Source: an optimization exercise on an open RTL-to-GDS flow (aim: small area). Production flows keep margins and buffers that such runs may drop. Function was checked by simulation only, so behaviour that the tests miss may differ from the original. Power figures rest on the tool's default switching activity, not on a simulated workload.

==> flow/design.v <==
module flash_bus_controller (
	input 	i_clk,
	input 	i_rst,
	output 			o_busy,
	input 	[3:0] 		i_operation,
	input 	[1:0]		i_chip,
	input 	[14:0]		i_length,
	input 			i_start,
	input 	[159:0]		i_sb_addr,
	input 			i_startup_done,
        output  [13:0]          o_sample_count,  
        output	[3:0] 		o_chip_ready,
	output	[3:0] 		o_chip_exists,
        input [15:0] i_adc_sample_fifo_data,
        input        i_adc_sample_fifo_almost_empty,
        input        i_adc_sample_fifo_empty,
        output       o_adc_sample_fifo_re,
        input        i_adc_sample_fifo_valid,
	output [12:0] o_wr_buffer_addr,
	input  [15:0] i_wr_buffer_data,
	output [12:0] o_rd_buffer_addr,
	output [15:0] o_rd_buffer_data,
	output	      o_rd_buffer_we,
	input 	[7:0] 		  i_bus_data,
	output	[7:0]	 	  o_bus_data,
	output		 	  o_bus_data_tri_n,
	output			  o_bus_we_n,
	output			  o_bus_re_n,
	output [3:0]		  o_bus_ces_n,
	output			  o_bus_cle,
	output			  o_bus_ale
);
	localparam	CMD_READID		= 8'h90;
	localparam	CMD_RESET		= 8'hFF;
	localparam	CMD_BLOCKERASE0		= 8'h60;
	localparam	CMD_BLOCKERASE1		= 8'hD0;
	localparam	CMD_WRITEPAGE0		= 8'h80;
	localparam	CMD_WRITEPAGE1		= 8'h10;
	localparam	CMD_READ_MODE		= 8'h00;
	localparam	CMD_READPAGE0		= 8'h00;
	localparam	CMD_READPAGE1		= 8'h30;
	localparam 	CMD_READ_PARAMPAGE	= 8'hEC;
	localparam 	CMD_STATUS		= 8'h70;
	localparam 	CMD_SETFEATURES		= 8'hEF;
	localparam OP_READSTATUS 		= 0;
	localparam OP_JUSTREADSTATUS 		= 1;
	localparam OP_RESET 			= 2;
	localparam OP_SET_TIMING_MODE		= 3;
	localparam OP_STARTREAD 		= 4;
	localparam OP_COMPLETEREAD 		= 5;
	localparam OP_PROGRAM 			= 6;
	localparam OP_ERASE 			= 7;
	localparam OP_READID 			= 8;
	localparam OP_READPARAM 		= 9;
	localparam OP_CHECK_EXISTS      	= 10;
	localparam OP_READ_ADC_SAMPLES      	= 11;
	function [31:0] rinc;
		input [31:0] a;
		input        cin;
		integer i;
		reg c;
		begin
			c = cin;
			for (i = 0; i < 32; i = i + 1) begin
				rinc[i] = a[i] ^ c;
				c = c & a[i];
			end
		end
	endfunction
	function [31:0] rdec;
		input [31:0] a;
		input        bin;
		integer i;
		reg c;
		begin
			c = bin;
			for (i = 0; i < 32; i = i + 1) begin
				rdec[i] = a[i] ^ c;
				c = c & ~a[i];
			end
		end
	endfunction
	localparam DELAY_tWP 			= 2;
	localparam DELAY_tRP 			= 2;
        localparam DELAY_STATE_SEND_COMMAND 	= 6;
        localparam DELAY_STATE_SEND_ADDRESS 	= 6;
        localparam DELAY_STATE_READ_DATA 	= 6;
        localparam DELAY_STATE_WRITE_DATA 	= 6;
        localparam DELAY_STATE_WHR 		= 8;
        localparam DELAY_STATE_ADL 		= 9;
        localparam DELAY_STATE_RHW 		= 13;
        localparam DELAY_STATE_WB 		= 13;
	localparam DIR_OUT = 0;
	localparam DIR_IN  = 1;
        localparam STATE_RESET              = 0;
        localparam STATE_STARTUP_0          = 1;
        localparam STATE_STARTUP_1          = 2;
        localparam STATE_IDLE               = 3;
        localparam STATE_SEND_COMMAND_0     = 4;
        localparam STATE_SEND_ADDRESS       = 5;
        localparam STATE_SEND_COMMAND_1     = 6;
        localparam STATE_READ_STATUS        = 7;
        localparam STATE_DELAY_ADL          = 8;
        localparam STATE_DELAY_WHR          = 9;
        localparam STATE_DELAY_RHW          = 10;
        localparam STATE_DELAY_WB           = 11;
        localparam STATE_WRITE_DATA         = 12;
        localparam STATE_READ_DATA          = 13;
        localparam STATE_READ_ADC_SAMPLES_0 = 14;
        localparam STATE_READ_ADC_SAMPLES_1 = 15;
	reg [3:0] state_reg, state_next;
	reg [3:0] delay_reg;
	reg [3:0] chip_ready_reg, chip_ready_next;
	reg [3:0] chip_exists_reg, chip_exists_next;
	reg [3:0] op_reg, op_next;
	reg [1:0] chip_reg, chip_next;
	reg [7:0] bus_data_in_reg;
	reg	  bus_dir_reg, bus_dir_next;
	reg [7:0] bus_data_out_reg, bus_data_out_next;
	reg	  bus_we_n_reg, bus_we_n_next;
	reg	  bus_re_n_reg, bus_re_n_next;
	reg [3:0] bus_ces_n_reg, bus_ces_n_next;
	reg	  bus_cle_reg, bus_cle_next;
	reg	  bus_ale_reg, bus_ale_next;
        reg adc_sample_fifo_re_reg, adc_sample_fifo_re_next;
        reg [13:0] wr_buffer_addr_reg, wr_buffer_addr_next;
        reg [12:0] rd_buffer_addr_reg, rd_buffer_addr_next;
        reg [15:0] rd_buffer_data_reg, rd_buffer_data_next;
        reg        rd_buffer_we_reg, rd_buffer_we_next;
	reg [14:0] byte_count_reg, byte_count_next;
	reg [13:0] sample_count_reg, sample_count_next;
	reg [2:0]  addr_bytes_reg, addr_bytes_next;
        reg [1:0] chip_counter_reg, chip_counter_next;
        reg [1:0] startup_op_reg, startup_op_next;
        reg       reading_status_reg, reading_status_next;
        wire [3:0] chip_decode_n = ~(4'h1 << chip_reg);
	reg delay_done;
	always @* begin
		case (state_reg)
			STATE_SEND_COMMAND_0, STATE_SEND_COMMAND_1: delay_done = (delay_reg == DELAY_STATE_SEND_COMMAND-1);
			STATE_SEND_ADDRESS:                         delay_done = (delay_reg == DELAY_STATE_SEND_ADDRESS-1);
			STATE_READ_STATUS, STATE_READ_DATA:         delay_done = (delay_reg == DELAY_STATE_READ_DATA-1);
			STATE_DELAY_WHR:                            delay_done = (delay_reg == DELAY_STATE_WHR-1);
			STATE_DELAY_ADL:                            delay_done = (delay_reg == DELAY_STATE_ADL-1);
			STATE_DELAY_RHW:                            delay_done = (delay_reg == DELAY_STATE_RHW-1);
			STATE_DELAY_WB:                             delay_done = (delay_reg == DELAY_STATE_WB-1);
			STATE_WRITE_DATA:                           delay_done = (delay_reg == DELAY_STATE_WRITE_DATA-1);
			default:                                    delay_done = 1'b1;
		endcase
	end
	wire [3:0] addr_chip_sel = 4'h1 << chip_reg;
	reg  [4:0] addr_byte_sel;
	always @* begin
		case (addr_bytes_reg)
			3'd5:    addr_byte_sel = 5'b00001;
			3'd4:    addr_byte_sel = 5'b00010;
			3'd3:    addr_byte_sel = 5'b00100;
			3'd2:    addr_byte_sel = 5'b01000;
			default: addr_byte_sel = 5'b10000;
		endcase
	end
	reg  [7:0] addr_byte;
	integer ci, bi;
	always @* begin
		addr_byte = 8'd0;
		for (ci = 0; ci < 4; ci = ci + 1)
			for (bi = 0; bi < 5; bi = bi + 1)
				addr_byte = addr_byte | ({8{addr_chip_sel[ci] & addr_byte_sel[bi]}} & i_sb_addr[40*ci + 8*bi +: 8]);
	end
	always @(posedge i_clk) begin
		delay_reg <= (state_reg == STATE_RESET || state_reg == STATE_STARTUP_0 || state_reg == STATE_STARTUP_1 ||
		              state_reg == STATE_IDLE || state_reg == STATE_READ_ADC_SAMPLES_0 ||
		              state_reg == STATE_READ_ADC_SAMPLES_1 || delay_done) ? 4'd0 : delay_reg + 4'd1;
		chip_ready_reg <= chip_ready_next;
		op_reg <= op_next;
		chip_reg <= chip_next;
		byte_count_reg[14:1] <= byte_count_next[14:1];
		sample_count_reg <= sample_count_next;
		addr_bytes_reg <= addr_bytes_next;
		chip_counter_reg <= chip_counter_next;
		startup_op_reg <= startup_op_next;
		reading_status_reg <= reading_status_next;
	end
	always @(posedge i_clk or posedge i_rst) begin
		if (i_rst) begin
			state_reg <= STATE_RESET;
			chip_exists_reg <= 0;
			byte_count_reg[0] <= 1'b0;
			bus_data_in_reg <= 0;
			bus_dir_reg <= DIR_OUT;
			bus_data_out_reg <= 0;
			bus_we_n_reg <= 1;
			bus_re_n_reg <= 1;
			bus_ces_n_reg <= 0;
			bus_cle_reg <= 0;
			bus_ale_reg <= 0;
			adc_sample_fifo_re_reg <= 0;
			wr_buffer_addr_reg <= 0;
			rd_buffer_addr_reg <= 0;
			rd_buffer_data_reg <= 0;
			rd_buffer_we_reg <= 0;
		end else begin
			state_reg <= state_next;
			chip_exists_reg <= chip_exists_next;
			byte_count_reg[0] <= byte_count_next[0];
			bus_data_in_reg <= i_bus_data;
			bus_data_out_reg <= bus_data_out_next;
			bus_dir_reg <= bus_dir_next;
			bus_we_n_reg <= bus_we_n_next;
			bus_re_n_reg <= bus_re_n_next;
			bus_ces_n_reg <= bus_ces_n_next;
			bus_cle_reg <= bus_cle_next;
			bus_ale_reg <= bus_ale_next;
			adc_sample_fifo_re_reg <= adc_sample_fifo_re_next;
			wr_buffer_addr_reg <= wr_buffer_addr_next;
			rd_buffer_addr_reg <= rd_buffer_addr_next;
			rd_buffer_data_reg <= rd_buffer_data_next;
			rd_buffer_we_reg <= rd_buffer_we_next;
		end
	end
	assign o_busy = (state_reg != STATE_IDLE);
	wire [31:0] rdec32_rd = rdec({29'd0, rd_buffer_addr_reg[2:0]}, 1'b1);
	wire [31:0] rinc32_rd = rinc({22'd0, rd_buffer_addr_reg[12:3]}, 1'b1);
	wire [31:0] rdec32_wr = rdec({28'd0, wr_buffer_addr_reg[3:0]}, 1'b1);
	wire [31:0] rinc32_wr = rinc({22'd0, wr_buffer_addr_reg[13:4]}, 1'b1);
	wire [31:0] rdec32_bc = rdec({17'd0, byte_count_reg}, 1'b1);
	wire [31:0] rinc32_sl = rinc({28'd0, sample_count_reg[3:0]}, 1'b1);
	wire [31:0] rinc32_su = rinc({22'd0, sample_count_reg[13:4]}, (sample_count_reg[3:0] == 4'd0));
	wire [13:0] sample_count_inc = {rinc32_su[9:0], rinc32_sl[3:0]};
	always @* begin
		state_next = state_reg;
                chip_ready_next = chip_ready_reg;
                chip_exists_next = chip_exists_reg;
                op_next = op_reg;
		chip_next = chip_reg;
                byte_count_next = byte_count_reg;
                sample_count_next = sample_count_reg;
		addr_bytes_next = addr_bytes_reg;
                adc_sample_fifo_re_next = 1'b0;
                wr_buffer_addr_next = wr_buffer_addr_reg;
                rd_buffer_addr_next[2:0] = (rd_buffer_we_reg) ? rdec32_rd[2:0] : rd_buffer_addr_reg[2:0];
                rd_buffer_addr_next[12:3] = (rd_buffer_we_reg && (rd_buffer_addr_reg[2:0] == 3'd0)) ? rinc32_rd[9:0] : rd_buffer_addr_reg[12:3];
		rd_buffer_data_next[15:8] = (!byte_count_reg[0]) ? bus_data_in_reg : rd_buffer_data_reg[15:8];
		rd_buffer_data_next[7:0] = (byte_count_reg[0]) ? bus_data_in_reg : rd_buffer_data_reg[7:0];
		rd_buffer_we_next = 1'b0;
                chip_counter_next = chip_counter_reg;
                startup_op_next = startup_op_reg;
                reading_status_next = reading_status_reg;
		case (state_reg)
                        STATE_RESET: begin
                            if (i_startup_done) begin
                                chip_ready_next = 4'hF;
                                chip_exists_next = 0;
                                chip_counter_next = 0;
                                startup_op_next = 0;
                                state_next = STATE_STARTUP_0;
                            end
			end
                        STATE_STARTUP_0: begin
                            if (startup_op_reg == 2'd3) begin
                                state_next = STATE_IDLE;
                            end else if (chip_ready_reg[chip_counter_reg]) begin
                                reading_status_next = 0;
                                state_next = STATE_STARTUP_1;
                            end else begin
                                reading_status_next = 1;
                                chip_next = chip_counter_reg;
                                op_next = (reading_status_reg) ? OP_JUSTREADSTATUS : OP_READSTATUS;
                                state_next = (reading_status_reg) ? STATE_READ_STATUS : STATE_SEND_COMMAND_0;
                            end
                        end
                        STATE_STARTUP_1: begin
                            op_next = (startup_op_reg == 2'd0) ? OP_RESET           :
                                      (startup_op_reg == 2'd1) ? OP_SET_TIMING_MODE : OP_CHECK_EXISTS;
                            chip_next = chip_counter_reg;
                            chip_counter_next = chip_counter_reg + 1;
                            startup_op_next = (chip_counter_reg == 2'd3) ? startup_op_reg + 2'd1 : startup_op_reg;
                            state_next = STATE_SEND_COMMAND_0;
                        end
			STATE_IDLE: begin
                            op_next = i_operation;
                            chip_next = i_chip;
                            rd_buffer_addr_next = 13'd7;
                            wr_buffer_addr_next = 14'd15;
                            if (i_start) begin
                                byte_count_next = i_length;
                                state_next = (i_operation == OP_JUSTREADSTATUS)   ? STATE_READ_STATUS        :
                                             (i_operation == OP_READ_ADC_SAMPLES) ? STATE_READ_ADC_SAMPLES_0 : STATE_SEND_COMMAND_0;
                            end
			end
                        STATE_SEND_COMMAND_0: begin
                            addr_bytes_next = (op_reg == OP_SET_TIMING_MODE) ? 3'd1 :
                                              (op_reg == OP_READID)          ? 3'd1 :
                                              (op_reg == OP_CHECK_EXISTS)    ? 3'd1 :
                                              (op_reg == OP_ERASE)           ? 3'd3 :
                                              (op_reg == OP_READPARAM)       ? 3'd1 : 3'd5;
                            if (op_reg == OP_RESET)
                                chip_ready_next[chip_reg] = 1'b0;
                            if (delay_done) begin
                                state_next = (op_reg == OP_READSTATUS)   ? STATE_DELAY_WHR    :
                                             (op_reg == OP_RESET)        ? STATE_DELAY_WB     :
                                             (op_reg == OP_COMPLETEREAD) ? STATE_DELAY_WHR    : STATE_SEND_ADDRESS;
                            end
                        end
                        STATE_SEND_ADDRESS: begin
                            if (op_reg == OP_READPARAM)
                                chip_ready_next[chip_reg] = 1'b0;
                            if (delay_done) begin
				if (addr_bytes_reg == 3'd1) begin
                                    state_next = (op_reg == OP_PROGRAM)         ? STATE_DELAY_ADL :
                                                 (op_reg == OP_SET_TIMING_MODE) ? STATE_DELAY_ADL :
                                                 (op_reg == OP_READPARAM)       ? STATE_DELAY_WB  :
                                                 (op_reg == OP_READID)          ? STATE_DELAY_WHR :
                                                 (op_reg == OP_CHECK_EXISTS)    ? STATE_DELAY_WHR : STATE_SEND_COMMAND_1;
				end else begin
                                    addr_bytes_next = addr_bytes_reg - 3'd1;
				end
                            end
			end
                        STATE_SEND_COMMAND_1: begin
                            if ((op_reg == OP_ERASE) || (op_reg == OP_STARTREAD))
                                chip_ready_next[chip_reg] = 1'b0;
                            if (delay_done) begin
                               state_next = (op_reg == OP_ERASE)     ? STATE_DELAY_WB :
                                            (op_reg == OP_PROGRAM)   ? STATE_DELAY_WB :
                                            (op_reg == OP_STARTREAD) ? STATE_DELAY_WB : STATE_IDLE;
                            end
                        end
                        STATE_DELAY_WHR: begin
                            if ((op_reg == OP_READID) || (op_reg == OP_CHECK_EXISTS))
                                byte_count_next = 15'd6;
                            if (delay_done) begin
                                state_next = (op_reg == OP_READSTATUS)   ? STATE_READ_STATUS :
                                             (op_reg == OP_READID)       ? STATE_READ_DATA   :
                                             (op_reg == OP_CHECK_EXISTS) ? STATE_READ_DATA   :
                                             (op_reg == OP_COMPLETEREAD) ? STATE_READ_DATA   : STATE_IDLE;
                            end
                        end
			STATE_READ_STATUS: begin
                            if (delay_done) begin
                                chip_ready_next[chip_reg] = bus_data_in_reg[6];
                                state_next = STATE_DELAY_RHW;
                            end
			end
                        STATE_DELAY_ADL: begin
                            if (delay_done) begin
                                wr_buffer_addr_next[3:0] = rdec32_wr[3:0];
                                wr_buffer_addr_next[13:4] = (wr_buffer_addr_reg[3:0] == 4'd0) ? rinc32_wr[9:0] : wr_buffer_addr_reg[13:4];
                                state_next = STATE_WRITE_DATA;
                                if (op_reg == OP_SET_TIMING_MODE)
                                    byte_count_next = 15'd4;
                            end
                        end
                        STATE_DELAY_RHW, STATE_DELAY_WB: begin
                            if (delay_done)
                                state_next = (startup_op_reg != 2'd3) ? STATE_STARTUP_0 : STATE_IDLE;
                        end
                        STATE_WRITE_DATA: begin
                            chip_ready_next[chip_reg] = 1'b0;
                            if (delay_done) begin
                                wr_buffer_addr_next[3:0] = rdec32_wr[3:0];
                                wr_buffer_addr_next[13:4] = (wr_buffer_addr_reg[3:0] == 4'd0) ? rinc32_wr[9:0] : wr_buffer_addr_reg[13:4];
                                byte_count_next = rdec32_bc[14:0];
                                if (byte_count_reg == 15'd1) begin
                                    state_next = (op_reg == OP_PROGRAM)         ? STATE_SEND_COMMAND_1 :
                                                 (op_reg == OP_SET_TIMING_MODE) ? STATE_DELAY_WB       : STATE_IDLE;
                                end
                            end
                        end
			STATE_READ_DATA: begin
                            if (delay_done) begin
                                rd_buffer_we_next = (op_reg == OP_CHECK_EXISTS) ? 1'b0 : byte_count_reg[0];
                                if (((op_reg == OP_READID) || (op_reg == OP_CHECK_EXISTS)) && (byte_count_reg == 15'd5) && (bus_data_in_reg != 8'd0))
                                    chip_exists_next[chip_reg] = 1'b1;
                                byte_count_next = rdec32_bc[14:0];
                                if (byte_count_reg == 15'd1)
                                    state_next = STATE_DELAY_RHW;
                            end
                        end
			STATE_READ_ADC_SAMPLES_0: begin
                            if (i_adc_sample_fifo_empty) begin
                                sample_count_next = 0;
                                state_next = STATE_READ_ADC_SAMPLES_1;
                            end else if (adc_sample_fifo_re_reg && i_adc_sample_fifo_valid) begin
                                rd_buffer_data_next = i_adc_sample_fifo_data;
                                rd_buffer_we_next = 1'b1;
                                sample_count_next = sample_count_inc;
                                if (i_adc_sample_fifo_almost_empty)
                                    state_next = STATE_READ_ADC_SAMPLES_1;
                                else
                                    adc_sample_fifo_re_next = 1'b1;
                            end else begin
                                sample_count_next = 0;
                                adc_sample_fifo_re_next = 1'b1;
                            end
                        end
			STATE_READ_ADC_SAMPLES_1: begin
                            rd_buffer_data_next = 16'hFFFF;
                            rd_buffer_we_next = 1'b1;
                            sample_count_next = sample_count_inc;
                            state_next = STATE_IDLE;
                        end
			default: ;
		endcase
	end
        wire [7:0] wr_buffer_data_out_byte = (byte_count_reg[0]) ? i_wr_buffer_data[7:0] : i_wr_buffer_data[15:8];
        always @* begin
	    case (state_reg)
                STATE_RESET, STATE_STARTUP_0, STATE_STARTUP_1, STATE_IDLE, STATE_DELAY_WB, STATE_DELAY_RHW, STATE_READ_ADC_SAMPLES_0, STATE_READ_ADC_SAMPLES_1: begin
                    bus_dir_next = DIR_IN;
                    bus_data_out_next = 8'h0;
                    bus_we_n_next = 1;
                    bus_re_n_next = 1;
                    bus_ces_n_next = 4'hF;
                    bus_cle_next = 0;
                    bus_ale_next = 0;
                end
                STATE_SEND_COMMAND_0: begin
                    bus_dir_next = DIR_OUT;
                    bus_data_out_next = (op_reg == OP_READSTATUS)      ? CMD_STATUS         :
                                        (op_reg == OP_RESET)           ? CMD_RESET          :
                                        (op_reg == OP_READID)          ? CMD_READID         :
                                        (op_reg == OP_CHECK_EXISTS)    ? CMD_READID         :
                                        (op_reg == OP_READPARAM)       ? CMD_READ_PARAMPAGE :
                                        (op_reg == OP_PROGRAM)         ? CMD_WRITEPAGE0     :
                                        (op_reg == OP_STARTREAD)       ? CMD_READPAGE0      :
                                        (op_reg == OP_COMPLETEREAD)    ? CMD_READ_MODE      :
                                        (op_reg == OP_ERASE)           ? CMD_BLOCKERASE0    :
                                        (op_reg == OP_SET_TIMING_MODE) ? CMD_SETFEATURES    : 8'h00;
                    bus_we_n_next = (delay_reg < DELAY_tWP) ? 0 : 1;
                    bus_re_n_next = 1;
                    bus_ces_n_next = chip_decode_n;
                    bus_cle_next = 1;
                    bus_ale_next = 0;
                end
                STATE_SEND_COMMAND_1: begin
                    bus_dir_next = DIR_OUT;
                    bus_data_out_next = (op_reg == OP_STARTREAD)    ? CMD_READPAGE1   :
                                        (op_reg == OP_PROGRAM)      ? CMD_WRITEPAGE1  :
                                        (op_reg == OP_ERASE)        ? CMD_BLOCKERASE1 : 8'h00;
                    bus_we_n_next = (delay_reg < DELAY_tWP) ? 0 : 1;
                    bus_re_n_next = 1;
                    bus_ces_n_next = chip_decode_n;
                    bus_cle_next = 1;
                    bus_ale_next = 0;
                end
                STATE_SEND_ADDRESS: begin
                    bus_dir_next = DIR_OUT;
                    bus_data_out_next = (op_reg == OP_SET_TIMING_MODE) ? 8'h01 :
                                        ((op_reg == OP_READID) || (op_reg == OP_CHECK_EXISTS) || (op_reg == OP_READPARAM)) ? 8'h00 :
                                        addr_byte;
                    bus_we_n_next = (delay_reg < DELAY_tWP) ? 0 : 1;
                    bus_re_n_next = 1;
                    bus_ces_n_next = chip_decode_n;
                    bus_cle_next = 0;
                    bus_ale_next = 1;
                end
                STATE_READ_STATUS, STATE_READ_DATA: begin
                    bus_dir_next = DIR_IN;
                    bus_data_out_next = 8'h00;
                    bus_we_n_next = 1;
                    bus_re_n_next = (delay_reg < DELAY_tRP) ? 0 : 1;
                    bus_ces_n_next = chip_decode_n;
                    bus_cle_next = 0;
                    bus_ale_next = 0;
                end
                STATE_WRITE_DATA: begin
                    bus_dir_next = DIR_OUT;
                    bus_data_out_next = (op_reg == OP_SET_TIMING_MODE) ? ((byte_count_reg == 15'd4) ? 8'h04 : 8'h00) : wr_buffer_data_out_byte;
                    bus_we_n_next = (delay_reg < DELAY_tWP) ? 0 : 1;
                    bus_re_n_next = 1;
                    bus_ces_n_next = chip_decode_n;
                    bus_cle_next = 0;
                    bus_ale_next = 0;
                end
                default: begin
                    bus_dir_next = DIR_IN;
                    bus_data_out_next = 8'h0;
                    bus_we_n_next = 1;
                    bus_re_n_next = 1;
                    bus_ces_n_next = chip_decode_n;
                    bus_cle_next = 0;
                    bus_ale_next = 0;
                end
            endcase
        end
	assign o_sample_count = sample_count_reg;
        assign o_adc_sample_fifo_re = adc_sample_fifo_re_reg;
        assign o_bus_data 	= bus_data_out_reg;
	assign o_bus_data_tri_n = bus_dir_reg;
	assign o_bus_we_n 	= bus_we_n_reg;
	assign o_bus_re_n 	= bus_re_n_reg;
	assign o_bus_ces_n 	= bus_ces_n_reg;
	assign o_bus_cle 	= bus_cle_reg;
	assign o_bus_ale 	= bus_ale_reg;
        assign o_chip_ready = chip_ready_reg;
        assign o_chip_exists = chip_exists_reg;
        assign o_wr_buffer_addr = wr_buffer_addr_reg[13:1];
        assign o_rd_buffer_addr = rd_buffer_addr_reg;
        assign o_rd_buffer_data = rd_buffer_data_reg;
        assign o_rd_buffer_we = rd_buffer_we_reg;
endmodule
module flash_bus_sm (
	input 	i_clk,
	input 	i_rst,
        input i_recording_en,
        output o_top_bus_active,
        input i_disp_cmd_req,
        output o_disp_cmd_ack,
        input [71:0] i_disp_cmd_data,
        output o_disp_rsp_req,
        input i_disp_rsp_ack,
        input i_disp_rsp_listening,
        output [25:0] o_disp_rsp_data,
        output [3:0] o_disp_chip_active,
        output o_disp_wr_buffer_rsvd,
        output o_disp_rd_buffer_rsvd,
	output	[31:0]	o_cyclecount_sum,
	input	    	i_cyclecount_reset,
	input	[7:0]	i_cyclecount_start,
	input	[7:0]	i_cyclecount_end,
        output o_adc_master_record,
	input 			i_ctrl_busy,
	output reg [3:0]	o_ctrl_operation,
	output     [1:0]	o_ctrl_chip,
	output     [14:0]	o_ctrl_length,
	output reg		o_ctrl_start,
	output     [159:0]	o_sb_addr,
	output			o_startup_done,
	input      [13:0]	i_sample_count,
	input      [3:0]	i_ctrl_chip_ready
);
	localparam OP_READSTATUS 		= 0;
	localparam OP_JUSTREADSTATUS 		= 1;
	localparam OP_RESET 			= 2;
	localparam OP_SET_TIMING_MODE		= 3;
	localparam OP_STARTREAD 		= 4;
	localparam OP_COMPLETEREAD 		= 5;
	localparam OP_PROGRAM 			= 6;
	localparam OP_ERASE 			= 7;
	localparam OP_READID 			= 8;
	localparam OP_READPARAM 		= 9;
	localparam OP_READ_ADC_SAMPLES		= 11;
	function [31:0] rinc;
		input [31:0] a;
		input        cin;
		integer i;
		reg c;
		begin
			c = cin;
			for (i = 0; i < 32; i = i + 1) begin
				rinc[i] = a[i] ^ c;
				c = c & a[i];
			end
		end
	endfunction
	function [31:0] rdec;
		input [31:0] a;
		input        bin;
		integer i;
		reg c;
		begin
			c = bin;
			for (i = 0; i < 32; i = i + 1) begin
				rdec[i] = a[i] ^ c;
				c = c & ~a[i];
			end
		end
	endfunction
	localparam CS_READ_START_PENDING = 1;
	localparam CS_READ_DATA_PENDING  = 2;
	localparam CS_READ_DATA_DONE	 = 3;
	localparam CS_WRITE_DATA_PENDING = 4;
	localparam CS_WRITE_DATA_ONBUS   = 5;
	localparam CS_WRITE_DATA_DONE    = 6;
	localparam CS_ERASE_PENDING      = 7;
	localparam CS_ERASE_ONBUS        = 8;
	localparam CS_ERASE_DONE         = 9;
	localparam CS_READID_0           = 10;
	localparam CS_READID_1           = 11;
	localparam CS_READPARAM_0        = 12;
	localparam CS_READPARAM_1        = 13;
	localparam CS_READPARAM_2        = 14;
	localparam CS_SETTIMINGMODE_0    = 15;
	localparam CS_SETTIMINGMODE_1    = 16;
	localparam CS_RESET_0            = 17;
	localparam CS_RESET_1            = 18;
	localparam CS_GET_ADC_SAMPLES_0  = 19;
	localparam CS_GET_ADC_SAMPLES_1  = 20;
	localparam STATE_IDLE 		      = 0;
	localparam STATE_NEW_RQST_0	      = 1;
	localparam STATE_GET_NEXT_OP_0 	      = 2;
	localparam STATE_GET_NEXT_OP_1 	      = 3;
        localparam STATE_WAIT_FOR_CONTROLLER  = 5;
        localparam STATE_CHECK_FOR_CHIP_READY = 6;
	localparam STATE_DO_BUS_OP	      = 7;
	localparam STATE_NEW_RSLT_0	      = 8;
	localparam STATE_NEW_RSLT_1	      = 9;
	localparam STATE_SWITCH_CHIPS	      = 10;
	reg [3:0]  state_reg;
	reg [31:0] sys_cycle_count_reg;
	reg [31:0] op_cycle_count_reg;
	reg        recording_reg;
	reg        new_cmd_ack_reg;
	reg        new_rsp_req_reg;
	reg [17:0] new_rsp_data_reg;
	reg [3:0]  chip_active_reg;
	reg        wr_buffer_rsvd_reg;
	reg        rd_buffer_rsvd_reg;
	reg [1:0]  curr_chip_reg;
	reg [1:0]  new_chip_reg;
	reg        new_rd_reg, new_wr_reg;
	reg [39:0] sb_addr  [0:3];
	reg [7:0]  sb_tag   [0:3];
	reg [9:0]  sb_len   [0:3];
	reg [4:0]  sb_state [0:3];
	reg [3:0]  sb_srs;
	reg [31:0] sb_cc    [0:3];
	reg [3:0]  sb_cc_valid;		 
	reg [31:0] cc_pend;		 
	reg [1:0]  cc_pend_chip;
	reg [2:0]  cc_age;		 
	reg [1:0]  rd_a0, rd_a1, rd_a2;	 
	wire [1:0] c = curr_chip_reg;
	wire [7:0] rd_tag   = sb_tag[c];
	wire [9:0] rd_len   = sb_len[c];
	wire [4:0] rd_state = sb_state[c];
	wire       rd_srs   = sb_srs[c];
	wire        nq_state  = (state_reg == STATE_NEW_RQST_0);
	reg  [1:0]  cc_addr;		 
	wire [31:0] cc_rd     = sb_cc_valid[cc_addr] ? sb_cc[cc_addr] : 32'd0;
	wire [2:0] new_op   = i_disp_cmd_data[48:46];
	wire [1:0] new_chip = i_disp_cmd_data[41:40];
	reg  [4:0] new_state;
	always @* begin
		case (new_op)
			3'd0: new_state = CS_WRITE_DATA_PENDING;
			3'd1: new_state = CS_READ_START_PENDING;
			3'd2: new_state = CS_ERASE_PENDING;
			3'd3: new_state = CS_READID_0;
			3'd4: new_state = CS_READPARAM_0;
			3'd5: new_state = CS_RESET_0;
			3'd6: new_state = CS_SETTIMINGMODE_0;
			default: new_state = CS_GET_ADC_SAMPLES_0;
		endcase
	end
	wire st_adc   = (rd_state == CS_GET_ADC_SAMPLES_0) || (rd_state == CS_GET_ADC_SAMPLES_1);
	wire st_prog  = (rd_state == CS_WRITE_DATA_PENDING) || (rd_state == CS_WRITE_DATA_ONBUS) || (rd_state == CS_WRITE_DATA_DONE);
	wire st_rdbuf = (rd_state == CS_READ_START_PENDING) || (rd_state == CS_READ_DATA_PENDING) || (rd_state == CS_READ_DATA_DONE) ||
	                (rd_state == CS_READID_0) || (rd_state == CS_READID_1) ||
	                (rd_state == CS_READPARAM_0) || (rd_state == CS_READPARAM_1) || (rd_state == CS_READPARAM_2) || st_adc;
	reg st_send, st_onbus, st_done;
	reg [3:0] st_op;
	always @* begin
		st_send = 1'b0; st_onbus = 1'b0; st_done = 1'b0; st_op = 4'd0;
		case (rd_state)
			CS_READ_START_PENDING: begin st_send = 1'b1; st_op = OP_STARTREAD; end
			CS_READ_DATA_PENDING:  begin st_send = 1'b1; st_op = OP_COMPLETEREAD; end
			CS_WRITE_DATA_PENDING: begin st_send = 1'b1; st_op = OP_PROGRAM; end
			CS_ERASE_PENDING:      begin st_send = 1'b1; st_op = OP_ERASE; end
			CS_READID_0:           begin st_send = 1'b1; st_op = OP_READID; end
			CS_READPARAM_0:        begin st_send = 1'b1; st_op = OP_READPARAM; end
			CS_READPARAM_1:        begin st_send = 1'b1; st_op = OP_COMPLETEREAD; end
			CS_SETTIMINGMODE_0:    begin st_send = 1'b1; st_op = OP_SET_TIMING_MODE; end
			CS_RESET_0:            begin st_send = 1'b1; st_op = OP_RESET; end
			CS_GET_ADC_SAMPLES_0:  begin st_send = 1'b1; st_op = OP_READ_ADC_SAMPLES; end
			CS_WRITE_DATA_ONBUS, CS_ERASE_ONBUS: st_onbus = 1'b1;
			CS_READ_DATA_DONE, CS_WRITE_DATA_DONE, CS_ERASE_DONE, CS_READID_1, CS_READPARAM_2,
			CS_SETTIMINGMODE_1, CS_RESET_1, CS_GET_ADC_SAMPLES_1: st_done = 1'b1;
			default: ;
		endcase
	end
	wire in_idle  = (state_reg == STATE_IDLE);
	wire in_nq    = (state_reg == STATE_NEW_RQST_0);
	wire in_do    = (state_reg == STATE_DO_BUS_OP);
	wire in_check = (state_reg == STATE_CHECK_FOR_CHIP_READY);
	wire chip_rdy = i_ctrl_chip_ready[c];
	wire cs_match = (i_cyclecount_start[4:0] != 5'd0) && (i_cyclecount_start[4:0] == rd_state);
	wire ce_match = (i_cyclecount_end[4:0] != 5'd0) && (i_cyclecount_end[4:0] == rd_state);
	wire we_new   = in_idle && i_disp_cmd_req;
	wire we_state = in_do && (st_send || st_onbus);
	wire we_srs   = in_check && !chip_rdy;
	wire we_cc_do = we_state && cs_match;
	wire cc_load   = in_nq | we_cc_do;	 
	wire cc_commit = cc_age[2] | (cc_age[1] & cc_load);
	integer k;
	always @(posedge i_clk) begin
		for (k = 0; k < 4; k = k + 1) begin
			if (we_new && new_chip == k) begin
				sb_addr[k] <= i_disp_cmd_data[39:0];
				sb_tag[k]  <= i_disp_cmd_data[71:64];
				sb_len[k]  <= i_disp_cmd_data[63:54];
			end
			if (we_new && new_chip == k)
				sb_state[k] <= new_state;
			else if (we_state && c == k)
				sb_state[k] <= rd_state + 5'd1;
			if (we_new && new_chip == k)
				sb_srs[k] <= 1'b0;
			else if (we_srs && c == k)
				sb_srs[k] <= 1'b1;
			if (cc_commit && cc_pend_chip == k)
				sb_cc[k] <= cc_pend;
		end
		if (cc_load) begin
			cc_pend <= in_nq ? cc_rd : sys_cycle_count_reg;
			cc_pend_chip <= in_nq ? new_chip_reg : c;
		end
		if (in_idle) begin
			new_chip_reg <= new_chip;
			new_rd_reg <= (new_op == 3'd1) || (new_op == 3'd3) || (new_op == 3'd4) || (new_op == 3'd7);
			new_wr_reg <= (new_op == 3'd0);
		end
		cc_addr <= we_new ? rd_a1 : c;
		rd_a0 <= in_nq ? new_chip_reg : c;
		rd_a1 <= rd_a0;
		rd_a2 <= rd_a1;
	end
	always @(posedge i_clk or posedge i_rst) begin
		if (i_rst) begin
			sb_cc_valid <= 4'd0;
			cc_age <= 3'd0;
		end else begin
			cc_age <= {cc_age[1] & ~cc_load, cc_age[0] & ~cc_load, cc_load};
			for (k = 0; k < 4; k = k + 1)
				if (cc_commit && cc_pend_chip == k)
					sb_cc_valid[k] <= 1'b1;
		end
	end
	wire [9:0]  adc_units = i_sample_count[13:4];	 
	always @(posedge i_clk or posedge i_rst) begin
		if (i_rst) begin
			state_reg <= STATE_IDLE;
			sys_cycle_count_reg <= 0;
			op_cycle_count_reg <= 0;
			recording_reg <= 0;
			new_cmd_ack_reg <= 0;
			new_rsp_req_reg <= 0;
			new_rsp_data_reg <= 0;
			chip_active_reg <= 0;
			wr_buffer_rsvd_reg <= 0;
			rd_buffer_rsvd_reg <= 0;
			curr_chip_reg <= 0;
		end else begin
			sys_cycle_count_reg <= rinc(sys_cycle_count_reg, 1'b1);
			new_cmd_ack_reg <= 1'b0;
			if (!i_recording_en)
				recording_reg <= 1'b0;
			if (i_cyclecount_reset)
				op_cycle_count_reg <= 0;
			case (state_reg)
				STATE_IDLE: begin
					if (i_disp_cmd_req) begin
						new_cmd_ack_reg <= 1'b1;
						state_reg <= STATE_NEW_RQST_0;
					end else if (chip_active_reg[c]) begin
						state_reg <= STATE_GET_NEXT_OP_0;
					end else begin
						curr_chip_reg <= c + 2'd1;
					end
				end
				STATE_NEW_RQST_0: begin
					chip_active_reg[new_chip_reg] <= 1'b1;
					if (new_rd_reg) rd_buffer_rsvd_reg <= 1'b1;
					if (new_wr_reg) wr_buffer_rsvd_reg <= 1'b1;
					state_reg <= STATE_IDLE;
				end
				STATE_GET_NEXT_OP_0: state_reg <= STATE_GET_NEXT_OP_1;
				STATE_GET_NEXT_OP_1: state_reg <= STATE_WAIT_FOR_CONTROLLER;
				STATE_WAIT_FOR_CONTROLLER: begin
					if (!i_ctrl_busy)
						state_reg <= st_adc ? STATE_DO_BUS_OP : STATE_CHECK_FOR_CHIP_READY;
				end
				STATE_CHECK_FOR_CHIP_READY: begin
					state_reg <= chip_rdy ? STATE_DO_BUS_OP : STATE_SWITCH_CHIPS;
				end
				STATE_DO_BUS_OP: begin
					if (i_cyclecount_start[4:0] == 5'd0)
						recording_reg <= 1'b0;
					else if (cs_match && i_recording_en)
						recording_reg <= 1'b1;
					if (i_cyclecount_end[4:0] == 5'd0)
						recording_reg <= 1'b0;
					else if (ce_match) begin
						op_cycle_count_reg <= op_cycle_count_reg + (sys_cycle_count_reg - cc_rd);
						recording_reg <= 1'b0;
					end
					if (st_send || st_onbus)
						state_reg <= STATE_SWITCH_CHIPS;
					else if (st_done)
						state_reg <= STATE_NEW_RSLT_0;
				end
				STATE_SWITCH_CHIPS: begin
					curr_chip_reg <= c + 2'd1;
					state_reg <= STATE_IDLE;
				end
				STATE_NEW_RSLT_0: begin
					new_rsp_req_reg <= 1'b1;
					if (st_adc)
						new_rsp_data_reg <= {rd_tag, adc_units};
					else
						new_rsp_data_reg <= {rd_tag, rd_len};
					state_reg <= STATE_NEW_RSLT_1;
				end
				STATE_NEW_RSLT_1: begin
					if (i_disp_rsp_ack) begin
						chip_active_reg[c] <= 1'b0;
						if (st_rdbuf) rd_buffer_rsvd_reg <= 1'b0;
						if (st_prog) wr_buffer_rsvd_reg <= 1'b0;
						new_rsp_req_reg <= 1'b0;
						state_reg <= STATE_SWITCH_CHIPS;
					end
				end
				default: ;
			endcase
		end
	end
	always @* begin
		o_ctrl_operation = 4'd0;
		o_ctrl_start = 1'b0;
		if (in_check && !chip_rdy) begin
			o_ctrl_operation = rd_srs ? OP_JUSTREADSTATUS : OP_READSTATUS;
			o_ctrl_start = 1'b1;
		end else if (in_do && st_send) begin
			o_ctrl_operation = st_op;
			o_ctrl_start = 1'b1;
		end
	end
	assign o_ctrl_chip = c;
	assign o_ctrl_length = {rd_len, 5'd0};
	assign o_sb_addr = {sb_addr[3], sb_addr[2], sb_addr[1], sb_addr[0]};
	assign o_startup_done = (sys_cycle_count_reg == 32'd124999);
	assign o_cyclecount_sum = op_cycle_count_reg;
        assign o_disp_cmd_ack = new_cmd_ack_reg;
        assign o_disp_rsp_req = new_rsp_req_reg;
        assign o_disp_rsp_data = i_disp_rsp_listening ? {new_rsp_data_reg, 8'd0} : 26'd0;
        assign o_disp_chip_active = chip_active_reg;
        assign o_disp_wr_buffer_rsvd = wr_buffer_rsvd_reg;
        assign o_disp_rd_buffer_rsvd = rd_buffer_rsvd_reg;
        assign o_top_bus_active = |chip_active_reg;
        assign o_adc_master_record = recording_reg;
endmodule
module flash_bus #(
	parameter NUM_OF_CHIPS 			= 4,
	parameter CMD_FIFO_DATA_WIDTH 	= 72,
	parameter WR_FIFO_DATA_WIDTH 	= 128,
	parameter RD_FIFO_DATA_WIDTH 	= 136,
	parameter RSLT_FIFO_DATA_WIDTH 	= 26,
	parameter PERIOD 				= 8,
	parameter PAGE_SIZE_WIDTH		= 15
 )
 (
	input 	i_clk,
	input 	i_rst,
        output o_top_bus_active,
        input i_recording_en,
        input i_disp_cmd_req,
        output o_disp_cmd_ack,
        input [CMD_FIFO_DATA_WIDTH-1:0] i_disp_cmd_data,
        output o_disp_rsp_req,
        input i_disp_rsp_ack,
        input i_disp_rsp_listening,
        output [RSLT_FIFO_DATA_WIDTH-1:0] o_disp_rsp_data,
        output [NUM_OF_CHIPS-1:0] o_disp_chip_active,
        output o_disp_wr_buffer_rsvd,
        output o_disp_rd_buffer_rsvd,
        input [15:0] i_adc_sample_fifo_data,
        input        i_adc_sample_fifo_almost_empty,
        input        i_adc_sample_fifo_empty,
        output       o_adc_sample_fifo_re,
        input        i_adc_sample_fifo_valid,
        output [12:0] o_wr_buffer_addr,
        input  [15:0] i_wr_buffer_data,
        output [12:0] o_rd_buffer_addr,
        output [15:0] o_rd_buffer_data,
        output        o_rd_buffer_we,
	output	[0:31]						o_cyclecount_sum,
	input								i_cyclecount_reset,
	input	[0:7]						i_cyclecount_start,
	input	[0:7]						i_cyclecount_end,
        output o_adc_master_record,
	input 	[7:0] 						i_bus_data,
	output 	[7:0]	 					o_bus_data,
	output		 						o_bus_data_tri_n,
	output 								o_bus_we_n,
	output 								o_bus_re_n,
	output [NUM_OF_CHIPS-1:0] 					o_bus_ces_n,
	output 								o_bus_cle,
	output 								o_bus_ale,
        output [NUM_OF_CHIPS-1:0] o_chip_exists
 );
	wire		ctrl_busy;
	wire [3:0]	ctrl_operation;
	wire [1:0]	ctrl_chip;
	wire [14:0]	ctrl_length;
	wire		ctrl_start;
	wire [13:0]	ctrl_sample_count;
	wire [159:0]	sb_addr;
	wire		startup_done;
	wire [3:0]	chip_ready;
	flash_bus_sm busSM (
		.i_clk(i_clk),
		.i_rst(i_rst),
                .o_top_bus_active(o_top_bus_active),
                .i_recording_en(i_recording_en),
                .i_disp_cmd_req(i_disp_cmd_req),
                .o_disp_cmd_ack(o_disp_cmd_ack),
                .i_disp_cmd_data(i_disp_cmd_data),
                .o_disp_rsp_req(o_disp_rsp_req),
                .i_disp_rsp_ack(i_disp_rsp_ack),
                .i_disp_rsp_listening(i_disp_rsp_listening),
                .o_disp_rsp_data(o_disp_rsp_data),
                .o_disp_chip_active(o_disp_chip_active),
                .o_disp_wr_buffer_rsvd(o_disp_wr_buffer_rsvd),
                .o_disp_rd_buffer_rsvd(o_disp_rd_buffer_rsvd),
		.o_cyclecount_sum(o_cyclecount_sum),
		.i_cyclecount_reset(i_cyclecount_reset),
		.i_cyclecount_start(i_cyclecount_start),
		.i_cyclecount_end(i_cyclecount_end),
                .o_adc_master_record(o_adc_master_record),
		.i_ctrl_busy(ctrl_busy),
		.o_ctrl_operation(ctrl_operation),
		.o_ctrl_chip(ctrl_chip),
		.o_ctrl_length(ctrl_length),
		.o_ctrl_start(ctrl_start),
		.o_sb_addr(sb_addr),
		.o_startup_done(startup_done),
                .i_sample_count(ctrl_sample_count),
		.i_ctrl_chip_ready(chip_ready)
	);
	flash_bus_controller busController (
		.i_clk(i_clk),
		.i_rst(i_rst),
		.o_busy(ctrl_busy),
		.i_operation(ctrl_operation),
		.i_chip(ctrl_chip),
		.i_length(ctrl_length),
		.i_start(ctrl_start),
		.i_sb_addr(sb_addr),
		.i_startup_done(startup_done),
		.o_sample_count(ctrl_sample_count),
		.o_chip_ready(chip_ready),
		.o_chip_exists(o_chip_exists),
                .i_adc_sample_fifo_data(i_adc_sample_fifo_data),
                .i_adc_sample_fifo_almost_empty(i_adc_sample_fifo_almost_empty),
                .i_adc_sample_fifo_empty(i_adc_sample_fifo_empty),
                .o_adc_sample_fifo_re(o_adc_sample_fifo_re),
                .i_adc_sample_fifo_valid(i_adc_sample_fifo_valid),
		.o_wr_buffer_addr(o_wr_buffer_addr),
		.i_wr_buffer_data(i_wr_buffer_data),
		.o_rd_buffer_addr(o_rd_buffer_addr),
		.o_rd_buffer_data(o_rd_buffer_data),
		.o_rd_buffer_we(o_rd_buffer_we),
		.i_bus_data(i_bus_data),
		.o_bus_data(o_bus_data),
		.o_bus_data_tri_n(o_bus_data_tri_n),
		.o_bus_we_n(o_bus_we_n),
		.o_bus_re_n(o_bus_re_n),
		.o_bus_ces_n(o_bus_ces_n),
		.o_bus_cle(o_bus_cle),
		.o_bus_ale(o_bus_ale)
	);
endmodule
==> flow/flow/run.sh <==
#!/bin/bash
# Layout flow: the standard flow (standard synthesis netlist structure and
# registers, floorplan, power grid, placement, CTS, routing) with changes that
# only affect how the combinational logic is mapped and buffered:
#  - ABC maps the combinational logic with an area-oriented script
#    (flow/abc_area.script) instead of ORFS's delay-oriented one; the
#    registers Yosys creates are the same;
#  - the input and output ports get sky130_fd_sc_hd__buf_1 port buffers
#    instead of the default clkdlybuf4s50_1;
#  - clock tree synthesis uses smaller clock buffers and no dummy loads.
# The full make output goes to flow_make.log in the work folder; each ORFS step
# also keeps its own log under orfs/logs/.
set -euo pipefail
WORK=$(pwd)
SCRIPTS="$WORK/orfs_scripts"
rm -rf "$SCRIPTS"
cp -r "$FLOW_HOME/scripts" "$SCRIPTS"
if [[ -f flow/abc_area.script ]]; then
  cp flow/abc_area.script "$SCRIPTS/abc_speed.script"
fi
bash standard.sh \
  "SCRIPTS_DIR=$SCRIPTS" \
  "BUFFER_PORTS_ARGS=-buffer_cell sky130_fd_sc_hd__buf_1" \
  "CTS_ARGS=-sink_clustering_enable -repair_clock_nets -dont_use_dummy_load -sink_clustering_size 14 -sink_clustering_max_diameter 60 -buf_list sky130_fd_sc_hd__clkbuf_8" \
  finish > flow_make.log 2>&1
==> flow/flow/abc_area.script <==
strash
&get -n
&deepsyn -J 30 -T 300
&put
dch -f
amap
==> flow/standard.sh <==
#!/bin/bash
# synth_recipe.tcl (not shown) runs the flow's synth.tcl, then flattens the netlist and writes it again
# the make line also repeats each setting of config.mk as NAME=value (left out here)
make -C /OpenROAD-flow-scripts/flow DESIGN_CONFIG=/design/flow/config.mk WORK_HOME=/design/flow/orfs CLKGATE_MAP_FILE= SYNTH_SCRIPT=/design/flow/synth_recipe.tcl "${@:-finish}"
==> flow/config.mk <==
export PLATFORM = sky130hd
export DESIGN_NAME = flash_bus
export DESIGN_NICKNAME = flash_bus
export VERILOG_FILES = /design/flow/design.v
export SDC_FILE = /design/flow/constraint.sdc
export NUM_CORES = 4
export LEC_CHECK = 0
export CAP_MARGIN = 20
export CORE_MARGIN = 2
export CORE_UTILIZATION = 65
export PLACE_DENSITY = 0.75
export SETUP_SLACK_MARGIN = 0.4
export SLEW_MARGIN = 20
==> flow/constraint.sdc <==
create_clock -name core_clock -period 8.0 [get_ports {i_clk}]
set_input_delay 1.6000 -clock core_clock [delete_from_list [all_inputs] [get_ports {i_clk}]]
set_output_delay 1.6000 -clock core_clock [all_outputs]
set_load 0.01 [all_outputs]
==> impl_results.md, run 1 <==
* Endpoint of the worst hold-timing path: busSM.rd_a1[1]
* Proportion of synthesized chip area in sequential cells at between 60% and 70%
* Worst reg2reg path startpoint: busSM.sb_cc_valid[3]
* Post-synthesis average cell area at about 13 um^2
* Setup clock skew after layout at 0.0775 ns
* Worst-skew pair later-pin latency at roughly 0.70 ns
* Ranking of synthesized cells by instance count: edfxtp_1 (464), clkinv_1 (325), nor2_1 (241)
* Clock transition at path regs at around 0.090 ns
* Hold Path Class: reg -> reg
* Final cell count without fillers at 3170
* Required time at the worst-slack endpoint at 8.52 ns
* Final-report hold violation count at 0
* Final estimated routing congestion in global placement at 0.946
* Worst hold slack at approximately 0.33 ns
* Register bit count reported by yosys at 661
* Run status: complete, no violations
* Min Clock Period, post-route at approximately 7.7 ns
* Final Setup Violations at 0
* DIE WIDTH at approximately 210 um
* Gate count of the mapped netlist at approximately 2200
* Sequential share of power at between 40% and 50%
* H-tree depth at 2
* Capturing element type of the critical path: flip-flop
* Buf/Inv on CP at 1
* WL per Instance at 22.1 um
* Data arrival time of the worst path at slightly above 8 ns
* Placeable core area at 44000 um^2
* Wire length of the first global-routing pass at between 100 and 150 mm
* Power per Cell Area at roughly 310 nW/um^2
* Row count at 77
* Maximum clock frequency at 0.130 GHz
* Slack of the worst reg-to-reg path at 0.33 ns
* Proportion of power drawn by the clock network at approximately 17%
* Crit path max-delay cell type: fa_1
* DRC Markers at 0
* Antenna violations before repair at 1
* Port-buffer cells at around 250
* Number of flops mapped to enable cells by yosys at roughly 460
* Path length in cells of the critical path at between 50 and 60
* Delay of the slowest cell on the worst path at between 0.5 and 0.6 ns
* Source of the worst hold timing path: busSM.rd_a0[1]
* Sw Share at 36.9%
* Top FF cell, synth: edfxtp_1
* Relative slew slack at just under 30%
* Area of the die at ~46000 um^2
* Peak supply drop at around 0.00022 V
* Fraction of layout instances using a drive strength above 1 at approximately 5.7%
* Power dissipated by switching net loads at about 3.6 mW
* Pin count of the biggest net entering global routing at 115
* Initial Utilization at about 66%
* First-pass iteration count of the detailed router at 6
* Leak at roughly 12 nW
* I/O pin count at roughly 270
* Synth cell types at between 50 and 60
* RSZ-0062 raised after global routing: yes
* Synth warnings at 7
* Via count of the first global-routing pass at 20100
* Int Pwr at a little over 6 mW
* DRC violation total after the first TritonRoute iteration at between 1500 and 2000
* Length in cells of the worst reg-to-reg path at 52
* Final max-slew violation count at 0
* Final net count at between 2000 and 3000
* Number of sinks driven by the clock tree at 661
* Hold depth at 0
* Logic pwr share at a little over a third
* Leading registers by flop count: busSM.sb_addr x160, busSM.sb_cc x128, busSM.sb_len x40
* Cell family contributing the most delay on the critical path: compound AO/OA/AOI/OAI gates
* Cell repeated most along the worst path: nor2_1
* Y dimension of the die at about 210 um
* Type of element launching the critical path: flip-flop
* Kind of critical path: reg -> reg
* CTS Root Buffer Type: clkbuf_8
* Sum of overflow across all layers after global routing at 0
* Most frequent cell after synthesis: edfxtp_1
* Worst-margin pin slew at ~1.1 ns
* Number of vias per cell at about 6.3
* Total GRT Usage at 30.4%
* Final wirelength at about 70 mm
* Area growth from synthesis to final layout at 10.0%
* Final worst path period share at between 90 and 100%
* Maximum clock insertion buffer count at 3
* Main area contributors after synthesis: edfxtp_1 (48%), dfrtp_1 (16%), ha_1 (5.9%)
* Cell Count Post-Placement at about 3100
* Portion of synthesized cell area occupied by the leading cell type at 48.2%
* Count of nets left with antenna violations after detail routing at 0
* Num CTS Buffers at 55
* CTS tree: yes
* HPWL after detailed placement at 47.2 mm
* R2r endpoint: busSM.op_cycle_count_reg[31]
* Total via count in the routed design at 19800
* Highest net fanout along the worst path at 3
* Max Cap Viol at 0
* Most flop-heavy register: busSM.sb_addr
* Proportion of register bits with asynchronous set or reset after synthesis at around 28%
* Library cell with the largest summed area after synthesis: edfxtp_1
* Netlist Area Pre-Place at 28900 um^2
* Number of flip-flops in the largest register at 160
## metrics by stage
| stage | util, % | cell area (um^2) | setup TNS [ns] | total power [mW] | setup slack (ns) |
|---|---|---|---|---|---|
| final | 72.2 | 31800 | 0 | 9.71 | 0.325 |
| after global routing | 72.2 | 31800 | -0.203 | 10.3 | -0.203 |
| after CTS | 71.6 | 31500 | 0 | 9.54 | 0.405 |
| after detailed placement | 69.8 | 30700 | 0 | 7.92 | 0.231 |
| after global placement | 69.8 | 30700 | 0 | 7.79 | 0.449 |
| after floorplan | - | 28900 | -1.33 | 6.82 | -0.130 |
## what timing repair did
action	CTS	global route
hold endpoints to repair	0	0
endpoints found under the setup margin	2	4
pin swaps	2	21
gates cloned	0	2
gates resized for setup	11	30
buffers inserted	1	16
hold buffers	0	0
## per-layer routing
layer	up-vias	part of all wire [%]	global-route usage (%)
met4	0	3.0	9.98
met3	140	6.7	4.71
met2	812	51	52.7
li1	9034	-	-
met1	9836	39	39.6
met5	-	0	0
## layout by cell type, fill, tap and decap left out, types with 54 or more instances in the layout
cell,count
edfxtp_1,464
o21ai_0,75
clkbuf_8,55
nand2_1,80
a21oi_1,103
clkinv_1,318
nor2_1,228
dfrtp_1,181
a22o_1,54
buf_1,247
ha_1,135
## worst max path at each step
| stage | slack [ns] | to | from |
|---|---|---|---|
| floorplan | -0.13 | busSM.sb_state[0][0] | i_disp_cmd_req |
| CTS | 0.41 | busSM.op_cycle_count_reg[31] | busSM.cc_addr[0] |
| detailed placement | 0.23 | busSM.op_cycle_count_reg[31] | busSM.cc_addr[0] |
| global placement | 0.45 | busSM.op_cycle_count_reg[31] | busSM.cc_addr[0] |
| global route | -0.20 | busSM.op_cycle_count_reg[31] | busSM.sb_cc_valid[3] |
| finish | 0.33 | busSM.op_cycle_count_reg[31] | busSM.sb_cc_valid[3] |
## power by group through the flow
stage | clock network, mW | logic (mW) | registers [mW]
after floorplan | 0 | 2.25 | 4.57
after global placement | 0 | 3.21 | 4.58
after detailed placement | 0 | 3.32 | 4.60
after CTS | 1.65 | 3.36 | 4.53
after global routing | 1.77 | 3.90 | 4.59
final | 1.63 | 3.54 | 4.54
## cells by family (layout without fill, tap and decap cells)
logic type      after synthesis  after routing  synth area share, %
simple gates                494            494                 7.70
compound gates              566            566                 14.4
buf+inv                     346            679                 4.77
other cells                   1             10               0.0130
flops                       661            661                 65.1
fa+ha+maj                   168            168                 8.08
## worst reg2reg max path, delay by kind of cell, from the launching register on
kind | cells | cell delay, ns
AOI/OAI and AO/OA | 20 | 3.58
buffers and inverters | 1 | 0.06
and+or+nand+nor | 29 | 2.69
adders and majority gates | 2 | 0.79
DFF | 1 | 0.39
## final cells by class
class,count,area (um^2)
flip-flops and latches,661,18800
fillers,3072,12200
multi-input cells,1236,8870
repair buffers,299,1380
inverters,325,1230
clock buffers,55,757
well taps,592,741
diodes,2,5.00
==> run 2, diff against run 1 <==
==> flow/flow/abc_area.script (replaced) <==
strash
&get -n
&deepsyn -J 30 -T 300
&dch -f
&nf -p -R 1000
&put
--- a/flow/config.mk
+++ b/flow/config.mk
@@ -9,5 +9,5 @@
 export CORE_MARGIN = 2
 export CORE_UTILIZATION = 65
 export PLACE_DENSITY = 0.75
-export SETUP_SLACK_MARGIN = 0.4
+export SETUP_SLACK_MARGIN = 0.2
 export SLEW_MARGIN = 20
==> run 2 against run 1 <==
Final cell count down 1.2%. Non-clock buffer count up 12. First-iteration DRC count up 8.8%. Sequential power up 1%. Via count down 1.4%. Area after synthesis down 0.66%. Combinational power about the same. Clock skew down 0.027 ns. Count of clock-buffer cells in the layout unchanged. Core utilization up 0.89 points.
==> impl_results.md, run 2 <==
* Final-report hold violation count at 0 (unchanged)
* Setup clock skew after layout at 0.0508 ns (was 0.0775 ns)
* Synth warnings at 7 (unchanged)
* Data arrival time of the worst path at 8.16 ns (was 8.19 ns)
* DRC Markers at 0 (unchanged)
* RSZ-0062 raised after global routing: yes (unchanged)
* Initial Utilization at 66.2% (was 65.6%)
* Type of element launching the critical path: flip-flop (unchanged)
* Most flop-heavy register: busSM.sb_addr (unchanged)
* CTS tree: yes (unchanged)
* Number of flops mapped to enable cells by yosys at 464 (unchanged)
* Total via count in the routed design at 19500 (was 19800)
* Leading registers by flop count: busSM.sb_addr x160, busSM.sb_cc x128, busSM.sb_len x40 (unchanged)
* Kind of critical path: reg -> reg (unchanged)
* Library cell with the largest summed area after synthesis: edfxtp_1 (unchanged)
* Relative slew slack at 29.5% (was 29.3%)
* Number of vias per cell at 6.24 (was 6.25)
* CTS Root Buffer Type: clkbuf_8 (unchanged)
* Most frequent standard cell in the layout excluding fill and tap cells: edfxtp_1 (unchanged)
* Post-synthesis average cell area at 13.1 um^2 (was 12.9 um^2)
* Antenna violations before repair at 2 (was 1)
* Cell family contributing the most delay on the critical path: simple AND/OR/NAND/NOR gates (was compound AO/OA/AOI/OAI gates)
* Most frequent cell after synthesis: edfxtp_1 (unchanged)
* Leading cell types in the layout, fill and taps excluded: edfxtp_1 (464), buf_1 (247), nand2_1 (221), dfrtp_1 (181), clkinv_1 (172) (was edfxtp_1 (464), clkinv_1 (318), buf_1 (247), nor2_1 (228), dfrtp_1 (181))
* Required time at the worst-slack endpoint at 8.61 ns (was 8.52 ns)
* Layout Cell Area excl Fill at 31700 um^2 (was 31800 um^2)
* Capturing element type of the critical path: flip-flop (unchanged)
* Total GRT Usage at 29.9% (was 30.4%)
* Max Cap Viol at 0 (unchanged)
* Placeable core area at 43400 um^2 (was 44000 um^2)
* Via count of the first global-routing pass at 19500 (was 20100)
* Area growth from synthesis to final layout at 10.4% (was 10.0%)
* Min Clock Period, post-route at 7.55 ns (was 7.67 ns)
* Final max-slew violation count at 0 (unchanged)
* Num CTS Buffers at 55 (unchanged)
* Number of sinks driven by the clock tree at 661 (unchanged)
* Source of the worst hold timing path: busSM.rd_a0[0] (was busSM.rd_a0[1])
* Worst setup startpoint: busSM.sb_cc_valid[1] (was busSM.sb_cc_valid[3])
* Synth cell types at 54 (was 56)
* DRC violation total after the first TritonRoute iteration at 2036 (was 1871)
* Proportion of synthesized chip area in sequential cells at 65.5% (was 65.1%)
* Count of nets left with antenna violations after detail routing at 0 (unchanged)
* Crit path max-delay cell type: fa_1 (unchanged)
* Final cell count without fillers at 3131 (was 3170)
* Final wirelength at 69.2 mm (was 70.1 mm)
* Post-Place Worst Slack at -0.197 ns (was 0.231 ns)
* Final estimated routing congestion in global placement at 0.890 (was 0.946)
* Ranking of synthesized cells by instance count: edfxtp_1 (464), nand2_1 (224), dfrtp_1 (181) (was edfxtp_1 (464), clkinv_1 (325), nor2_1 (241))
* Leak at 11.8 nW (was 11.6 nW)
* Worst-skew pair later-pin latency at 0.69 ns (was 0.70 ns)
* Netlist Area Pre-Place at 28700 um^2 (was 28900 um^2)
* Fillers at 3003 (was 3072)
* Register bit count reported by yosys at 661 (unchanged)
* Clock transition at path regs at 0.09 ns (about the same)
* Run status: complete, no violations (unchanged)
* Peak supply drop at 0.000179 V (was 0.000222 V)
* Power per Cell Area at 309 nW/um^2 (was 306 nW/um^2)
* Main area contributors after synthesis: edfxtp_1 (49%), dfrtp_1 (16%), ha_1 (6.0%) (was edfxtp_1 (48%), dfrtp_1 (16%), ha_1 (5.9%))
* Final net count at 2852 (was 2884)
* Hold Path Class: reg -> reg (unchanged)
* Row count at 76 (was 77)
* Pin count of the biggest net entering global routing at 92 (was 115)
* Delay of the slowest cell on the worst path at 0.53 ns (was 0.55 ns)
* Sum of overflow across all layers after global routing at 0 (unchanged)
* Top FF cell, synth: edfxtp_1 (unchanged)
* HPWL after detailed placement at 46.6 mm (was 47.2 mm)
* Maximum clock frequency at 0.132 GHz (was 0.130 GHz)
* Maximum clock insertion buffer count at 3 (unchanged)
* H-tree depth at 2 (unchanged)
* Final worst path period share at 94.4% (was 95.9%)
* Buf/Inv on CP at 3 (was 1)
* Number of flip-flops in the largest register at 160 (unchanged)
* Final Setup Violations at 0 (unchanged)
* Cell repeated most along the worst path: nand2b_1 (was nor2_1)
* WL per Instance at 22.1 um (about the same)
* Worst reg2reg path startpoint: busSM.sb_cc_valid[1] (was busSM.sb_cc_valid[3])
* Worst-margin pin slew at 1.05 ns (about the same)
* I/O pin count at 271 (unchanged)
* Final worst setup slack at 0.452 ns (was 0.325 ns)
* Fraction of layout instances using a drive strength above 1 at 6.92% (was 5.75%)
* First-pass iteration count of the detailed router at 9 (was 6)
* Placement-stage cell area at 30700 um^2 (about the same)
* Port-buffer cells at 247 (unchanged)
* Cell Count Post-Placement at 3064 (was 3094)
* Portion of synthesized cell area occupied by the leading cell type at 48.6% (was 48.2%)
* Wire length of the first global-routing pass at 107 mm (was 109 mm)
* Proportion of register bits with asynchronous set or reset after synthesis at 27.7% (unchanged)
* Area of the die at 45800 um^2 (was 46100 um^2)
* Y dimension of the die at 214 um (was 215 um)
* DIE WIDTH at 214 um (was 215 um)
* Highest net fanout along the worst path at 5 (was 3)
* Hold buffers post-CTS at 0 (unchanged)
* Gate count of the mapped netlist at 2192 (was 2236)
* Setup_tns at 0 ns (unchanged)
[run 2: final cells by class]
type	instances	area, um^2	share of cell area (%)
diodes	2	5.00	0.0158
clock buffers	55	757	2.39
inverters	178	679	2.14
multi-input cells	1339	9310	29.4
flip-flops and latches	661	18800	59.3
well taps	585	732	2.31
repair buffers	311	1410	4.44
[run 2: logic make-up (layout without fill, tap and decap cells)]
kind of cell	Yosys count	after routing	synth area share, %
AND/OR/NAND/NOR	640	640	10.4
other	1	10	0.0131
adder cells (fa/ha/maj)	168	168	8.14
XOR/XNOR	25	25	0.763
multiplexers	13	13	0.571
flip-flops	661	661	65.5
AO/OA/AOI/OAI	485	485	11.7
buffers and inverters	199	544	2.88
[run 2: worst paths after layout]
path / endpoint / slack (ns) / depth (start not counted)
worst min-delay path: busSM.rd_a1[0] / 0.31 / 0
min in group asynchronous: busController.wr_buffer_addr_reg[7] / 1.05 / 2
worst max register to register: busSM.op_cycle_count_reg[30] / 0.45 / 49
worst min register to register: busSM.rd_a1[0] / 0.31 / 0
worst max-delay path: busSM.op_cycle_count_reg[30] / 0.45 / 49
max in group asynchronous: busSM.op_cycle_count_reg[26] / 5.77 / 3
[run 2: per-stage QoR]
stage,hold slack (ns),power (mW),util [%]
2_1_floorplan,0.310,6.80,-
6_report,0.310,9.78,73.1
5_1_grt,0.323,10.3,73.1
3_3_place_gp,0.312,7.86,70.8
4_1_cts,0.314,9.63,72.6
3_5_place_dp,0.316,7.99,70.8
[run 2: routing by layer]
layer	vias up	share of wire, %	global-route usage (%)
li1	8880	-	-
met1	9566	40	41.3
met2	958	49	49.3
met3	141	9.0	4.87
met4	0	2.8	9.33
met5	-	0	0
[run 2: repair_timing]
item                                    4_1_cts  5_1_grt
resized for setup                            12       59
buffers inserted                              3        7
hold endpoints to repair                      0        0
endpoints found under the setup margin        3        5
pin swaps                                     8       26
gates cloned                                  0        0
[run 2: worst register-to-register path, delay by kind of cell (launching register included)]
kind                     cells  cell delay, ns
AND/OR/NAND/NOR             26            3.24
AO/OA/AOI/OAI               18            2.66
adder cells (fa/ha/maj)      2            0.79
flip-flops                   1            0.40
buffers and inverters        3            0.40
[run 2: report_power, final]
| part | total, mW | leakage, nW | switching, mW | internal, mW |
|---|---|---|---|---|
| sequential | 4.59 | 6.61 | 0.358 | 4.24 |
| clock | 1.64 | 0.395 | 1.03 | 0.612 |
| combinational | 3.54 | 4.80 | 2.21 | 1.33 |
| total | 9.78 | 11.8 | 3.60 | 6.18 |

## what the ideal ports hide
How much do the figures lean on ideal ports? The routed layouts below were timed once more, with nothing changed but the port constraints. Step 1, drivers: a clkbuf_16 drives i_clk and a buf_2 each remaining input, both assumed. Step 2 times the ports against the registers' clock, not the clock port: input delays grow and output delays shrink by t, the midpoint of the rising clock arrivals with the driver on. Three values: ideal, step 1, step 2; two values: the first two.
run | t (ns) | setup slack, ns | worst slew at a driven data input, ns
run 1 | 0.720 | 0.325 / 0.325 / 0.325 | 0.09
run 2 | 0.716 | 0.452 / 0.452 / 0.452 | 0.09
After both steps every run listed still meets setup and hold.
